From an optimization exercise on the open Yosys and OpenROAD flow, aimed at small area and a short achievable clock period; shortcuts taken in it are not production practice.
Only simulation tests tie the RTL to the original design; equivalence was not proved.
Power and IR drop assume default switching activity.

--- flow/config.mk ---
export PLATFORM = sky130hd
export DESIGN_NAME = pipelined_fpadder
export DESIGN_NICKNAME = pipelined_fpadder
export VERILOG_FILES = /design/flow/design.v
export SDC_FILE = /design/flow/constraint.sdc
export NUM_CORES = 4
export LEC_CHECK = 0
export CAP_MARGIN = 20
export CORE_MARGIN = 2
export CORE_UTILIZATION = 40
export SETUP_SLACK_MARGIN = 0.3
export SLEW_MARGIN = 20
--- flow/constraint.sdc ---
create_clock -name core_clock -period 10.0 [get_ports {clk}]
set_input_delay 2.0000 -clock core_clock [delete_from_list [all_inputs] [get_ports {clk}]]
set_output_delay 2.0000 -clock core_clock [all_outputs]
set_load 0.01 [all_outputs]
--- flow/design.v ---
`timescale 1ns / 1ps
module fadd_align (a,b,sub,s_is_nan,s_is_inf,inf_nan_frac,sign,temp_exp,
op_sub,large_frac24,small_frac27);  
	input [31:0] a,b;
	input sub;
	output [26:0] small_frac27;
	output [23:0] large_frac24;
	output [22:0] inf_nan_frac;
	output [7:0] temp_exp;
	output s_is_nan;
	output s_is_inf;
	output sign;
	output op_sub;
	wire exchange = (b[30:0] > a[30:0]);
	wire [31:0] fp_large = exchange? b : a;
	wire [31:0] fp_small = exchange? a : b;
	wire fp_large_hidden_bit = |fp_large[30:23];
	wire fp_small_hidden_bit = |fp_small[30:23];
	wire [23:0] large_frac24 = {fp_large_hidden_bit,fp_large[22:0]};
	wire [23:0] small_frac24 = {fp_small_hidden_bit,fp_small[22:0]};
	assign temp_exp = fp_large[30:23];
	assign sign = exchange? sub^b[31] : a[31];
	assign op_sub = sub ^ fp_large[31] ^ fp_small[31];
	wire fp_large_expo_is_ff = &fp_large[30:23];  
	wire fp_small_expo_is_ff = &fp_small[30:23];
	wire fp_large_frac_is_00 = ~|fp_large[22:0];  
	wire fp_small_frac_is_00 = ~|fp_small[22:0];
	wire fp_large_is_inf=fp_large_expo_is_ff & fp_large_frac_is_00;
	wire fp_small_is_inf=fp_small_expo_is_ff & fp_small_frac_is_00;
	wire fp_large_is_nan=fp_large_expo_is_ff & ~fp_large_frac_is_00;
	wire fp_small_is_nan=fp_small_expo_is_ff & ~fp_small_frac_is_00;
	assign s_is_inf = fp_large_is_inf | fp_small_is_inf;
	wire s_is_nan = fp_large_is_nan | fp_small_is_nan | ((sub ^ fp_small[31] ^ fp_large[31]) & fp_large_is_inf & fp_small_is_inf);
	wire [22:0] nan_frac = (a[21:0] > b[21:0])?	{1'b1,a[21:0]} : {1'b1,b[21:0]};
	assign inf_nan_frac = s_is_nan? nan_frac : 23'h0;
	wire [7:0] exp_diff = fp_large[30:23] - fp_small[30:23];
	wire small_den_only = (fp_large[30:23] != 0) & (fp_small[30:23] == 0);
	wire [7:0] shift_amount = small_den_only? exp_diff - 8'h1 : exp_diff;
	wire [49:0] small_frac50 = (shift_amount >= 26)? {26'h0,small_frac24} : {small_frac24,26'h0} >> shift_amount;
	assign small_frac27 = {small_frac50[49:24],|small_frac50[23:0]};
endmodule
`timescale 1ns / 1ps
module reg_align_cal (a_rm,a_is_nan,a_is_inf,a_inf_nan_frac,a_sign,a_exp,
a_op_sub,a_large_frac,a_small_frac,clk,clrn,e,c_rm,
c_is_nan,c_is_inf,c_inf_nan_frac,c_sign,c_exp,
c_op_sub,c_large_frac,c_small_frac);  
	input [26:0] a_small_frac;
	input [23:0] a_large_frac;
	input [22:0] a_inf_nan_frac;
	input [7:0] a_exp;
	input [1:0] a_rm;
	input a_is_nan, a_is_inf, a_sign, a_op_sub;
	input e;  
	input clk, clrn;  
	output reg [26:0] c_small_frac;
	output reg [23:0] c_large_frac;
	output reg [22:0] c_inf_nan_frac;
	output reg [7:0] c_exp;
	output reg [1:0] c_rm;
	output reg c_is_nan,c_is_inf,c_sign,c_op_sub;
	always @ (posedge clk or negedge clrn) begin
		if (!clrn) begin
			c_rm <= 0;
			c_is_nan <= 0;
			c_is_inf <= 0;
			c_inf_nan_frac <= 0;
			c_sign <= 0;
			c_exp <= 0;
			c_op_sub <= 0;
			c_large_frac <= 0;
			c_small_frac <= 0;
		end else if (e) begin
			c_rm <= a_rm;
			c_is_nan <= a_is_nan;
			c_is_inf <= a_is_inf;
			c_inf_nan_frac <= a_inf_nan_frac;
			c_sign <= a_sign;
			c_exp <= a_exp;
			c_op_sub <= a_op_sub;
			c_large_frac <= a_large_frac;
			c_small_frac <= a_small_frac;
		end
	end
endmodule
`timescale 1ns / 1ps
module fadd_cal (op_sub,large_frac24,small_frac27, cal_frac);  
	input [23:0] large_frac24;
	input op_sub;
	input [26:0] small_frac27;
	output [27:0] cal_frac;
	wire [27:0] aligned_large_frac = {1'b0,large_frac24,3'b000};
	wire [27:0] aligned_small_frac = {1'b0,small_frac27};
	assign cal_frac = op_sub?
	aligned_large_frac - aligned_small_frac :
	aligned_large_frac + aligned_small_frac;
endmodule
`timescale 1ns / 1ps
module reg_cal_norm (c_rm,c_is_nan,c_is_inf,c_inf_nan_frac,c_sign,c_exp,
c_frac,clk,clrn,e,n_rm,n_is_nan,n_is_inf,
n_inf_nan_frac,n_sign,n_exp,n_frac);  
	input [27:0] c_frac;
	input [22:0] c_inf_nan_frac;
	input [7:0] c_exp;
	input [1:0] c_rm;
	input c_is_nan, c_is_inf, c_sign;
	input e;  
	input clk, clrn;  
	output reg [27:0] n_frac;
	output reg [22:0] n_inf_nan_frac;
	output reg [7:0] n_exp;
	output reg [1:0] n_rm;
	output reg n_is_nan,n_is_inf,n_sign;
	always @ (posedge clk or negedge clrn) begin
		if (!clrn) begin
			n_rm <= 0;
			n_is_nan <= 0;
			n_is_inf <= 0;
			n_inf_nan_frac <= 0;
			n_sign <= 0;
			n_exp <= 0;
			n_frac <= 0;
		end else if (e) begin
			n_rm <= c_rm;
			n_is_nan <= c_is_nan;
			n_is_inf <= c_is_inf;
			n_inf_nan_frac <= c_inf_nan_frac;
			n_sign <= c_sign;
			n_exp <= c_exp;
			n_frac <= c_frac;
		end
	end
endmodule
`timescale 1ns / 1ps
module fadd_norm (rm,is_nan,is_inf,inf_nan_frac,sign,temp_exp,cal_frac,s);
	input [27:0] cal_frac;
	input [22:0] inf_nan_frac;
	input [7:0] temp_exp;
	input [1:0] rm;
	input is_nan,is_inf;
	input sign;
	output [31:0] s;
	wire [26:0] f4,f3,f2,f1,f0;
	wire [4:0] zeros;
	assign zeros[4] = ~|cal_frac[26:11];  
	assign f4 = zeros[4]? {cal_frac[10:0],16'b0} : cal_frac[26:0];
	assign zeros[3] = ~|f4[26:19];  
	assign f3 = zeros[3]? {f4[18:0], 8'b0} : f4;
	assign zeros[2] = ~|f3[26:23];  
	assign f2 = zeros[2]? {f3[22:0], 4'b0} : f3;
	assign zeros[1] = ~|f2[26:25];  
	assign f1 = zeros[1]? {f2[24:0], 2'b0} : f2;
	assign zeros[0] = ~f1[26];  
	assign f0 = zeros[0]? {f1[25:0], 1'b0} : f1;
	reg [26:0] frac0;
	reg [7:0] exp0;
	always @ * begin
		if (cal_frac[27]) begin
			frac0 = cal_frac[27:1];  
			exp0 = temp_exp + 8'h1;  
		end 
		else begin
			if ((temp_exp > zeros) && (f0[26])) begin  
				exp0 = temp_exp - zeros;
				frac0 = f0;  
			end
			else begin  
				exp0 = 0;
				if (temp_exp != 0)  
					frac0 = cal_frac[26:0] << (temp_exp - 8'h1);
				else frac0 = cal_frac[26:0];
			end
		end
	end
	wire frac_plus_1 =  
	~rm[1] & ~rm[0] & frac0[2] & (frac0[1] | frac0[0]) |
	~rm[1] & ~rm[0] & frac0[2] & ~frac0[1] & ~frac0[0] & frac0[3] |
	~rm[1] & rm[0] & (frac0[2] | frac0[1] | frac0[0]) & sign |
	rm[1] & ~rm[0] & (frac0[2] | frac0[1] | frac0[0]) & ~sign;
	wire [24:0] frac_round = {1'b0,frac0[26:3]} + frac_plus_1;
	wire [7:0] exponent = frac_round[24]? exp0 + 8'h1 : exp0;
	wire overflow = &exp0 | &exponent;
	assign s = final_result(overflow, rm, sign, is_nan, is_inf, exponent, frac_round[22:0], inf_nan_frac);
	function [31:0] final_result;
		input overflow;
		input [1:0] rm;
		input sign, is_nan, is_inf;
		input [7:0] exponent;
		input [22:0] fraction, inf_nan_frac;
		casex ({overflow, rm, sign, is_nan, is_inf})
			6'b1_00_x_0_x : final_result = {sign,8'hff,23'h000000};  
			6'b1_01_0_0_x : final_result = {sign,8'hfe,23'h7fffff};  
			6'b1_01_1_0_x : final_result = {sign,8'hff,23'h000000};  
			6'b1_10_0_0_x : final_result = {sign,8'hff,23'h000000};  
			6'b1_10_1_0_x : final_result = {sign,8'hfe,23'h7fffff};  
			6'b1_11_x_0_x : final_result = {sign,8'hfe,23'h7fffff};  
			6'b0_xx_x_0_0 : final_result = {sign,exponent,fraction};  
			6'bx_xx_x_1_x : final_result = {1'b1,8'hff,inf_nan_frac};  
			6'bx_xx_x_0_1 : final_result = {sign,8'hff,inf_nan_frac};  
			default : final_result = {sign,8'h00,23'h000000};  
		endcase
	endfunction
endmodule
`timescale 1ns / 1ps
module pipelined_fpadder (a,b,sub,rm,s,clk,clrn,e);  
	input clk, clrn;  
	input [31:0] a, b;  
	input [1:0] rm;  
	input sub;  
	input e;  
	output [31:0] s;  
	wire [26:0] a_small_frac;
	wire [23:0] a_large_frac;
	wire [22:0] a_inf_nan_frac; 
	wire [7:0] a_exp; 
	wire a_is_nan,a_is_inf;
	wire a_sign;
	wire a_op_sub;
	fadd_align alignment (a,b,sub,a_is_nan,a_is_inf,a_inf_nan_frac,a_sign,
	a_exp,a_op_sub,a_large_frac,a_small_frac);
	wire [26:0] c_small_frac;
	wire [23:0] c_large_frac;
	wire [22:0] c_inf_nan_frac;
	wire [7:0] c_exp;
	wire [1:0] c_rm;
	wire c_is_nan,c_is_inf;
	wire c_sign;
	wire c_op_sub;
	reg_align_cal reg_ac (rm,a_is_nan,a_is_inf,a_inf_nan_frac,a_sign,a_exp,
	a_op_sub,a_large_frac,a_small_frac,clk,clrn,e,
	c_rm,c_is_nan,c_is_inf,c_inf_nan_frac,c_sign,
	c_exp,c_op_sub,c_large_frac,c_small_frac);
	wire [27:0] c_frac;
	fadd_cal calculation (c_op_sub,c_large_frac,c_small_frac,c_frac);
	wire [27:0] n_frac;
	wire [22:0] n_inf_nan_frac;
	wire [7:0] n_exp;
	wire [1:0] n_rm;
	wire n_is_nan,n_is_inf;
	wire n_sign;
	reg_cal_norm reg_cn (c_rm,c_is_nan,c_is_inf,c_inf_nan_frac,c_sign,c_exp,
	c_frac,clk,clrn,e,n_rm,n_is_nan,n_is_inf,
	n_inf_nan_frac,n_sign,n_exp,n_frac);
	fadd_norm normalization (n_rm,n_is_nan,n_is_inf,n_inf_nan_frac,n_sign,
	n_exp,n_frac,s);
endmodule
--- flow/run.sh ---
#!/bin/bash
# synth_recipe.tcl (not shown) runs the flow's synth.tcl, then flattens the netlist and writes it again
# the make line also repeats each setting of config.mk as NAME=value (left out here)
make -C /OpenROAD-flow-scripts/flow DESIGN_CONFIG=/design/flow/config.mk WORK_HOME=/design/flow/orfs CLKGATE_MAP_FILE= SYNTH_SCRIPT=/design/flow/synth_recipe.tcl finish
==> impl_metrics.py <==
metrics = {
    "run_status": {
        "status": "timing/DRC/antenna clean",
    },
    "cells_and_area": {
        "area_growth_pct": 14.1,
        "drive_gt1_share_pct": 13.0,
        "final_common_cell": "nand2_1",
        "layout_common_cells": "nand2_1, nor2_1, a21oi_1, dfrtp_1, inv_1",
        "nets": 2647,
    },
    "setup_path": {
        "end_kind": "primary output",
        "path_max_fanout": 24,
        "worstPathArrival_ps": 7440,
        "critPathKind": "flop to primary output",
        "r2r-start": "reg_ac.c_large_frac[0]",
        "crit_top_cell": "buf_4",
        "start_kind": "flop",
        "cp_slowest_cell": "or4_4",
        "critPathTopFamily": "simple AND/OR/NAND/NOR gates",
        "r2r_slack_ps": 5320,
        "reg2reg_to": "reg_cn.n_frac[26]",
        "cpPeakStageDelay_ps": 610,
        "cp.required_ps": 8000,
        "crit_start": "reg_cn.n_frac[25]",
        "worstRegToRegCells": 16,
        "critPathBufInv": 8,
    },
    "sta": {
        "finalCritPeriodShare_pct": 94.4,
        "hold_violations": 0,
        "fin_worst_skew_ps": 16.5,
        "relSlewSlack_pct": 19.6,
        "tightestPinTransition_ps": 1210,
        "min_period_ps": 9440,
        "setup_viol": 0,
        "final.setup.tns_ps": 0,
        "grt_setup_unrepaired": "no",
        "timing.fmax_ghz": 0.106,
        "slew_viol_final": 0,
    },
    "clocking": {
        "hold_buffers": 0,
        "numCtsBuffers": 17,
        "worstSkewPairLatency_ps": 460,
        "cts_buffer_depth": 2,
        "cts-root-buf": "clkbuf_16",
        "cts_sinks": 150,
        "path_clk_slew_ps": 80,
        "htreeDepth": 4,
        "cts_tree": "built",
    },
    "drt": {
        "antenna_left": 0,
        "drc": 0,
        "viasPerCell": 6.39,
        "vias": 19657,
        "wl_per_cell_um": 26.0,
        "wirelength_um": 80000,
        "firstDrtPassIters": 7,
        "drtIter0Drc": 2361,
    },
    "synthesis": {
        "ys.flop_type": "dfrtp_1",
        "synth_seq_cells": 150,
        "async_reset_ff_share_pct": 100,
        "synth_seq_area_share_pct": 20.4,
        "syn_nets": 2597,
        "synth_cells": 2410,
        "synth_edf_count": 0,
        "synth_top_cell_by_area": "dfrtp_1",
        "ys_types": 100,
        "synthTopCellsByArea": "dfrtp_1, ha_1, mux2i_1",
        "yosysWarnings": 3,
        "syn_avg_cell_area_um2": 7.64,
        "netlist_area_um2": 18400,
        "synth_top_area_share_pct": 20.4,
    },
    "job": {
        "maxCapViolations": 0,
    },
    "power_and_ir_drop": {
        "p_total_uw": 4390,
        "ir_drop_uv": 134,
        "powerDensity_nw_per_um2": 209,
        "leakagePower_uw": 0.00910,
    },
    "die": {
        "die_w_um": 219,
        "start_util_pct": 40.6,
        "io_pins": 102,
        "num_rows": 78,
        "dieArea_um2": 47800,
        "core-area_um2": 45400,
        "die_y_um": 219,
    },
    "hold_path": {
        "worstHoldStart": "reg_ac.c_is_inf",
        "hold_class": "flop to flop",
        "min_to": "reg_ac.c_is_inf",
        "whs_path_depth": 1,
    },
    "place": {
        "gp_congestion": 1.03,
        "dpl.hpwl_um": 61300,
        "io_buffers": 101,
    },
    "grt": {
        "grt_pass1_wl_um": 120000,
        "grt-ovfl-total": 0,
        "antenna_found_initial": 1,
        "grt_start_max_net_pins": 99,
        "grt_pass1_vias": 18896,
        "grt.total_usage_pct": 33.4,
    },
}
## per-stage QoR
stage,utilization (%),cell area (µm²),hold slack (ps),worst slack [ps],std cells
6_report,46.3,21000,485,562,3074
5_1_grt,46.3,21000,520,289,3073
4_1_cts,46.0,20900,492,321,3067
3_5_place_dp,44.5,20200,471,350,3028
3_3_place_gp,44.5,20200,478,458,3028
2_1_floorplan,-,18400,448,886,2410
## Yosys cell counts (8+ instances only)
cell / n
xor2_1: 29
or2_2: 12
a31o_2: 19
or3_1: 14
nand2_1: 285
clkbuf_1: 127
and3_1: 25
a21boi_0: 13
nor3_1: 60
a211oi_1: 33
nand3_1: 102
mux4_2: 16
a22oi_1: 10
buf_1: 15
inv_1: 146
nand4_1: 33
nor4_1: 28
nor2_1: 180
a221oi_1: 16
xnor2_1: 48
o211ai_1: 25
mux2_2: 64
o22ai_1: 27
o21bai_1: 8
o31ai_1: 17
or4_1: 9
a2111oi_0: 11
o221ai_1: 17
and2_1: 11
a21o_1: 21
ha_1: 115
o21ai_0: 129
dfrtp_1: 150
nor2b_1: 24
o21a_1: 14
buf_2: 21
a31oi_1: 50
mux2i_1: 137
a21oi_1: 152
nand2b_1: 13
o211a_1: 12
## registers in the layout, indices dropped and copies added (netlist names), 2 cells and up
register               cells
reg_ac.c_inf_nan_frac     22
reg_ac.c_small_frac       27
reg_ac.c_exp               8
reg_ac.c_rm                2
reg_cn.n_inf_nan_frac     23
reg_cn.n_exp               8
reg_cn.n_frac             28
reg_cn.n_rm                2
reg_ac.c_large_frac       24
## routing by layer
metal	track usage (%)	vias up	routed length [µm]
met1	41.3	9453	32000
met2	55.6	976	37800
met3	4.83	236	5340
li1	-	8990	-
met4	18.5	2	4830
met5	0	-	12
## cell families (layout without fill, tap and decap cells)
| logic type | after synthesis | count (layout) | share of synthesized area (%) |
|---|---|---|---|
| DFF | 150 | 150 | 20.4 |
| other | 0 | 1 | 0 |
| adders and majority gates | 117 | 117 | 8.03 |
| buffers and inverters | 324 | 387 | 7.07 |
| AOI/OAI and AO/OA | 686 | 686 | 25.5 |
| xor gates and xnor gates | 77 | 77 | 3.66 |
| muxes | 218 | 218 | 13.4 |
| and+or+nand+nor | 838 | 838 | 22.0 |
## worst max path at each step
stage | endpoint | depth (start not counted) | slack (ps)
2_1_floorplan | s[0] | 34 | 890
3_3_place_gp | s[0] | 31 | 460
3_5_place_dp | s[0] | 32 | 350
4_1_cts | s[11] | 32 | 320
5_1_grt | s[29] | 31 | 290
6_report | s[15] | 31 | 560
## area by class of cell
| type | instances | area (µm²) |
|---|---|---|
| fill | 4595 | 24400 |
| multi-input combinational | 1936 | 13500 |
| sequential | 150 | 3760 |
| timing repair buffer | 203 | 1800 |
| tap | 600 | 751 |
| inverter | 152 | 573 |
| clock buffer | 17 | 425 |
| clock inverter | 15 | 171 |
| antenna | 1 | 2.50 |
## worst reg2reg max path, cell delays in order (launching register included)
cell,delay (ps)
dfrtp_1,450
ha_1,370
and3b_1,200
o21a_1,150
o21ai_0,130
a21oi_1,180
o21ai_0,180
a2111oi_0,690
nor3_1,180
o41ai_1,610
a31o_2,260
a41o_1,220
a21oi_1,80
o21ai_0,230
a31oi_1,140
xnor2_1,210
mux2_2,290
## power by group
part | internal [µW] | leakage [µW] | switching, µW
Sequential | 705 | 0.00187 | 115
Clock | 337 | 0.000292 | 325
Combinational | 1080 | 0.00693 | 1830
## timing repair
item                                    CTS  global route
setup buffers                             7             5
endpoints found under the setup margin   31            31
pin swaps                                 6             8
gates resized for setup                  29            44
endpoints found under the hold margin     0             0

## afterwards: timing with drivers on the ports
The flow's constraints put no driver on any port. The routed layout listed below was extracted and timed again, unchanged, in two steps. Step 1: set_driving_cell puts a clkbuf_16 on clk and a buf_2 on each other input, an assumption about the parent block. Step 2 moves the port delays by t, midway between the first and last clock arrival at a register: inputs arrive t later, outputs are due t later. That takes back most of the time a late clock gives input paths. Slacks: no drivers / after step 1 / after step 2; pairs: no drivers / after step 1.
t (ns): 0.506
slack for setup (ns): 0.562 / 0.506 / 1.012
worst setup path at the end: register to output
clock arrival spread, ns: 0.019 / 0.019
slew at the worst register clock pin (ns): 0.08 / 0.08
After both steps this run still meets setup and hold. The setup slack of this run moves by -0.056 ns with the drivers and by +0.450 ns with both steps.
